This is an optimization exercise on Yosys and OpenROAD, whose aim is small area, a short achievable clock period and few clock cycles per item, not a production implementation. Where RTL was checked, it was by simulation tests only, not by an equivalence proof against the original. Power figures rest on the tool's default switching activity, not on a simulated workload.

## indigo
// divide
module divide(clk, rst, new_inp, dvdend, len_a, dvsor, len_b, quotient, remainder, count_add, count_sub, done);
export LEC_CHECK = 0
export ABC_AREA = 1
export CAP_MARGIN = 20
export CORE_MARGIN = 2
export CORE_UTILIZATION = 40
export SETUP_SLACK_MARGIN = 2.8
export SLEW_MARGIN = 20
export DONT_USE_CELLS = sky130_fd_sc_hd__fa_1 sky130_fd_sc_hd__fa_2 sky130_fd_sc_hd__fa_4 sky130_fd_sc_hd__ha_1 sky130_fd_sc_hd__ha_2 sky130_fd_sc_hd__ha_4
export BUFFER_PORTS_ARGS = -buffer_cell sky130_fd_sc_hd__buf_1
create_clock -name core_clock -period 6.0 [get_ports {clk}]
standard.sh (not shown) runs the stock make flow with config.mk's settings and CLKGATE_MAP_FILE= SYNTH_SCRIPT=/design/flow/synth_recipe.tcl, a recipe that flattens the netlist after the stock synthesis.
==> flow/flow/run.sh <==
#!/bin/bash
# The standard layout (standard.sh: ORFS synthesis and every layout step
# unchanged) with two library choices added to config.mk:
#  - full and half adder cells are not used, so Yosys leaves adders to abc
#    as plain gates (faster than the fa/ha cells);
#  - buffer_ports inserts plain buf_1 port buffers (sized up later by the
#    repair steps where needed) instead of the delay cells it picks by default.
# Make's full output, with every tool's, goes to flow.log; ORFS also keeps
# each step's log under orfs/logs.
set -euo pipefail
cat >> config.mk <<'EOC'
export DONT_USE_CELLS = sky130_fd_sc_hd__fa_1 sky130_fd_sc_hd__fa_2 sky130_fd_sc_hd__fa_4 sky130_fd_sc_hd__ha_1 sky130_fd_sc_hd__ha_2 sky130_fd_sc_hd__ha_4
export BUFFER_PORTS_ARGS = -buffer_cell sky130_fd_sc_hd__buf_1
EOC
bash standard.sh finish > flow.log 2>&1
Testbench counts of indigo, summed over its fixed seeds: cycles 21,027, items 4,000.
The following lists how ember was set up differently from indigo:
diff --git a/flow/design.v b/flow/design.v
--- a/flow/design.v
+++ b/flow/design.v
@@ -7,17 +7,17 @@
 	output [31:0] quotient, remainder;
 	output reg done;
 	output reg [4:0] count_add, count_sub;
 	reg [30:0] q;       
 	reg [30:0] r;       
 	reg z;              
 	reg [30:0] h;       
 	reg [3:0] m;        
-	wire bz = (len_b == 5'd1) & ~dvsor[0];
+	wire bz = (dvsor[30:0] == 31'd0);
 	wire lt = len_a < len_b;
 	wire [3:0] fs = len_a[4:1] - len_b[4:1] - {3'd0, len_b[0] & ~len_a[0]};
 	wire [30:0] sh1 = fs[0] ? {dvsor[28:0], 2'b00} : dvsor[30:0];
 	wire [30:0] sh2 = fs[1] ? {sh1[26:0], 4'h0} : sh1;
 	wire [30:0] sh3 = fs[2] ? {sh2[22:0], 8'h00} : sh2;
 	wire [30:0] h0 = fs[3] ? {sh3[14:0], 16'h0000} : sh3;
 	wire [33:0] xa = {3'b000, r};
 	wire [33:0] xb = ~{3'b000, h};
--- outcome ---
Of ember and indigo, it is ember that has the higher wire length of the first global-routing pass.
In the tables for ember and indigo, filler cell count reads lower with ember.
| xor/xnor share of the synthesized area | ember vs indigo | ≈ equal |
Between ember and indigo, the difference in mean instance size in the synthesized netlist is negligible.
Final cell count without fillers was higher in the run labelled ember.
The worst setup slack in ember was lower than what indigo gave.
[compare] base=indigo new=ember: post-placement cell count higher; minimum period implied by the final worst setup slack shows an increase of 0.12 ns; via count went up by 0.60%; number of ordinary and repair buffers in the finished layout saw an increase; number of flip-flops and latches comparable.
Re synthesized area: ember is 1.1% up on indigo.
Taking indigo as the reference point, the routed wire length of ember rises by 1.7%.
Distinct cell type count of the synthesized netlist (lower): indigo
The RTL of ember was laid out without a check of its function.


divide, a different RTL version from the one above (not shown whole).
Size in the first run: ~1800 cells after synthesis, roughly 150 I/O pins, about 0.011 mm^2 of cells after synthesis.
Design divide, start of the top module:
module divide(clk, rst, new_inp, dvdend, len_a, dvsor, len_b, quotient, remainder, count_add, count_sub, done);
Settings: LEC_CHECK=0, ABC_AREA=1, CAP_MARGIN=20, CORE_MARGIN=2, CORE_UTILIZATION=40, SETUP_SLACK_MARGIN=2.8, SLEW_MARGIN=20, DONT_USE_CELLS=sky130_fd_sc_hd__fa_1 sky130_fd_sc_hd__fa_2 sky130_fd_sc_hd__fa_4 sky130_fd_sc_hd__ha_1 sky130_fd_sc_hd__ha_2 sky130_fd_sc_hd__ha_4, BUFFER_PORTS_ARGS=-buffer_cell sky130_fd_sc_hd__buf_1; clock period 6.0 ns.
Scripts as last shown in full above: flow/flow/run.sh
The baseline completed without violations.
Rerun with:
--- a/flow/design.v
+++ b/flow/design.v
@@ -1,23 +1,24 @@
 module divide(clk, rst, new_inp, dvdend, len_a, dvsor, len_b, quotient, remainder, count_add, count_sub, done);
 	input clk;
 	input rst;
 	input new_inp;
 	input [31:0] dvdend, dvsor;
 	input [4:0] len_a, len_b;
 	output [31:0] quotient, remainder;
 	output reg done;
-	output reg [4:0] count_add, count_sub;
+	output [4:0] count_add, count_sub;
 	reg [30:0] q;       
 	reg [30:0] r;       
 	reg z;              
 	reg [30:0] h;       
 	reg [3:0] m;        
-	reg vf;             
+	reg [4:0] ca;       
+	reg [4:0] cs;       
 	wire bz = (len_b == 5'd1) & ~dvsor[0];
 	wire lt = len_a < len_b;
 	wire [3:0] fs = len_a[4:1] - len_b[4:1] - {3'd0, len_b[0] & ~len_a[0]};
 	wire [30:0] sh1 = fs[0] ? {dvsor[28:0], 2'b00} : dvsor[30:0];
 	wire [30:0] sh2 = fs[1] ? {sh1[26:0], 4'h0} : sh1;
 	wire [30:0] sh3 = fs[2] ? {sh2[22:0], 8'h00} : sh2;
 	wire [30:0] h0 = fs[3] ? {sh3[14:0], 16'h0000} : sh3;
 	wire [33:0] xa = {3'b000, r};
@@ -310,16 +311,18 @@
 	wire c3 = a3_co;    
 	wire d1 = c2;
 	wire d0 = c3 | (c1 & ~c2);
 	wire [30:0] rn = c3 ? a3_s[30:0] : c2 ? a2_s[30:0] : a1_s[30:0];
 	wire last = (m == 4'd0);
 	wire start = done & new_inp;
 	assign quotient = {z, q};
 	assign remainder = {z, r};
+	assign count_add = ca + {4'd0, ~q[1]} + {4'd0, ~q[0]};
+	assign count_sub = cs + {4'd0, q[1]};
 	always @(posedge clk) begin
 		if (rst)
 			done <= 1'b1;
 		else if (start)
 			done <= bz | lt;
 		else if (!done)
 			done <= last;
 	end
@@ -332,21 +335,19 @@
 			m <= m - 4'd1;
 		end
 	end
 	always @(posedge clk) begin
 		if (start) begin
 			r <= dvdend[30:0] | {31{bz}};
 			q <= {31{bz}};
 			z <= bz;
-			vf <= ~(len_a[0] ^ len_b[0]);
-			count_add <= 5'd0;
-			count_sub <= (bz | lt) ? 5'd0 : 5'd1;
+			ca <= bz ? 5'd0 : (lt | len_a[0] ^ len_b[0]) ? 5'd30 : 5'd29;
+			cs <= bz ? 5'd31 : lt ? 5'd0 : 5'd1;
 		end else if (!done) begin
 			if (c1)
 				r <= rn;
 			q <= {q[28:0], d1, d0};
-			vf <= 1'b0;
-			count_add <= count_add + {4'd0, ~d1 & ~vf} + {4'd0, ~d0};
-			count_sub <= count_sub + {4'd0, d1} + {4'd0, d0 & ~last};
+			ca <= ca + {4'd0, ~q[1]} + {4'd0, ~q[0]};
+			cs <= cs + {4'd0, q[1]} + {4'd0, q[0]};
 		end
 	end
 endmodule
The changed run finished with timing, DRC and antenna clean.
Via count goes down by a few percent.
Routed wire length came out lower by a few percent.
Worst hold slack gets worse by 0.014 ns.
Area after synthesis rose slightly.
Sequential power barely changes.
Core utilization goes down by 0.27 points.
Sequential share of layout area climbs by 0.21 points.
Final area barely changes.
Final cell count barely changes.
Function was not checked in any run of this note: the RTL went through the layout flow alone.


divide again, from the RTL that the note above started with.
==> flow/config.mk <==
export PLATFORM = sky130hd
export DESIGN_NAME = divide
export DESIGN_NICKNAME = divide
export VERILOG_FILES = /design/flow/design.v
export SDC_FILE = /design/flow/constraint.sdc
export NUM_CORES = 4
export LEC_CHECK = 0
export ABC_AREA = 1
export CAP_MARGIN = 20
export CORE_MARGIN = 2
export CORE_UTILIZATION = 40
export SETUP_SLACK_MARGIN = 2.75
export SLEW_MARGIN = 20
export DONT_USE_CELLS = sky130_fd_sc_hd__fa_1 sky130_fd_sc_hd__fa_2 sky130_fd_sc_hd__fa_4 sky130_fd_sc_hd__ha_1 sky130_fd_sc_hd__ha_2 sky130_fd_sc_hd__ha_4
export BUFFER_PORTS_ARGS = -buffer_cell sky130_fd_sc_hd__buf_1
==> flow/constraint.sdc <==
create_clock -name core_clock -period 6.0 [get_ports {clk}]
set_input_delay 1.2000 -clock core_clock [delete_from_list [all_inputs] [get_ports {clk}]]
set_output_delay 1.2000 -clock core_clock [all_outputs]
set_load 0.01 [all_outputs]
Scripts as last shown in full above: flow/flow/run.sh
The first run ran to the end with no violations.
Then changed:
--- a/flow/design.v
+++ b/flow/design.v
@@ -8,15 +8,14 @@
 	output reg done;
 	output reg [4:0] count_add, count_sub;
 	reg [30:0] q;       
 	reg [30:0] r;       
 	reg z;              
 	reg [30:0] h;       
 	reg [3:0] m;        
-	reg vf;             
 	wire bz = (len_b == 5'd1) & ~dvsor[0];
 	wire lt = len_a < len_b;
 	wire [3:0] fs = len_a[4:1] - len_b[4:1] - {3'd0, len_b[0] & ~len_a[0]};
 	wire [30:0] sh1 = fs[0] ? {dvsor[28:0], 2'b00} : dvsor[30:0];
 	wire [30:0] sh2 = fs[1] ? {sh1[26:0], 4'h0} : sh1;
 	wire [30:0] sh3 = fs[2] ? {sh2[22:0], 8'h00} : sh2;
 	wire [30:0] h0 = fs[3] ? {sh3[14:0], 16'h0000} : sh3;
@@ -333,20 +332,18 @@
 		end
 	end
 	always @(posedge clk) begin
 		if (start) begin
 			r <= dvdend[30:0] | {31{bz}};
 			q <= {31{bz}};
 			z <= bz;
-			vf <= ~(len_a[0] ^ len_b[0]);
-			count_add <= 5'd0;
+			count_add <= (bz | lt | len_a[0] ^ len_b[0]) ? 5'd0 : 5'd31;
 			count_sub <= (bz | lt) ? 5'd0 : 5'd1;
 		end else if (!done) begin
 			if (c1)
 				r <= rn;
 			q <= {q[28:0], d1, d0};
-			vf <= 1'b0;
-			count_add <= count_add + {4'd0, ~d1 & ~vf} + {4'd0, ~d0};
+			count_add <= count_add + {4'd0, ~d1} + {4'd0, ~d0};
 			count_sub <= count_sub + {4'd0, d1} + {4'd0, d0 & ~last};
 		end
 	end
 endmodule
The new run produced a clean layout.
Clock-buffer cell count stays the same.
Worst hold slack gets worse by 0.011 ns.
Final cell count fell by 1.2%.
Synthesized cell count came out lower by 0.97%.
Die area goes down by 1.2%.
Area after synthesis falls by 1.3%.
Utilization decreases by 0.59 points.
Wire length falls by 0.87%.
Non-clock buffer count falls by 16.
Testbench counts after the change, summed over its fixed seeds: cycles 21,027, items 4,000.
The RTL of the first run of this note was laid out without a check of its function.

==> re-timing with driven ports <==
No port has a modelled driver above. Below, the same layouts with a new extraction and two added sets of constraints.
Step 1, drivers: a clkbuf_16 drives clk and a buf_2 each remaining input, both assumed.
Step 2 adds t to the input delays and takes it off the output delays; t is the mean of the earliest and latest rising clock arrival at the registers after step 1. Input paths then give back, and output paths get back, about the clock's delay inside the block.
a / b / c = no drivers / after step 1 / after step 2; a / b = the first two.
run | t (ns) | setup WS [ns] | latest minus earliest clock arrival (ns) | cell pins on the clock port's net
indigo | 0.416 | 2.961 / 2.988 / 2.572 | 0.020 / 0.020 | 1
ember | 0.416 | 2.841 / 2.868 / 2.451 | 0.021 / 0.021 | 1
the first run of note 2 | 0.415 | 2.910 / 2.934 / 2.519 | 0.010 / 0.010 | 1
the second run of note 2 | 0.420 | 2.850 / 2.802 / 2.578 | 0.018 / 0.017 | 1
the first run of note 3 | 0.417 | 2.887 / 2.915 / 2.498 | 0.010 / 0.010 | 1
the second run of note 3 | 0.417 | 2.928 / 2.954 / 2.537 | 0.019 / 0.018 | 1
After both steps setup and hold are still met in every run listed.
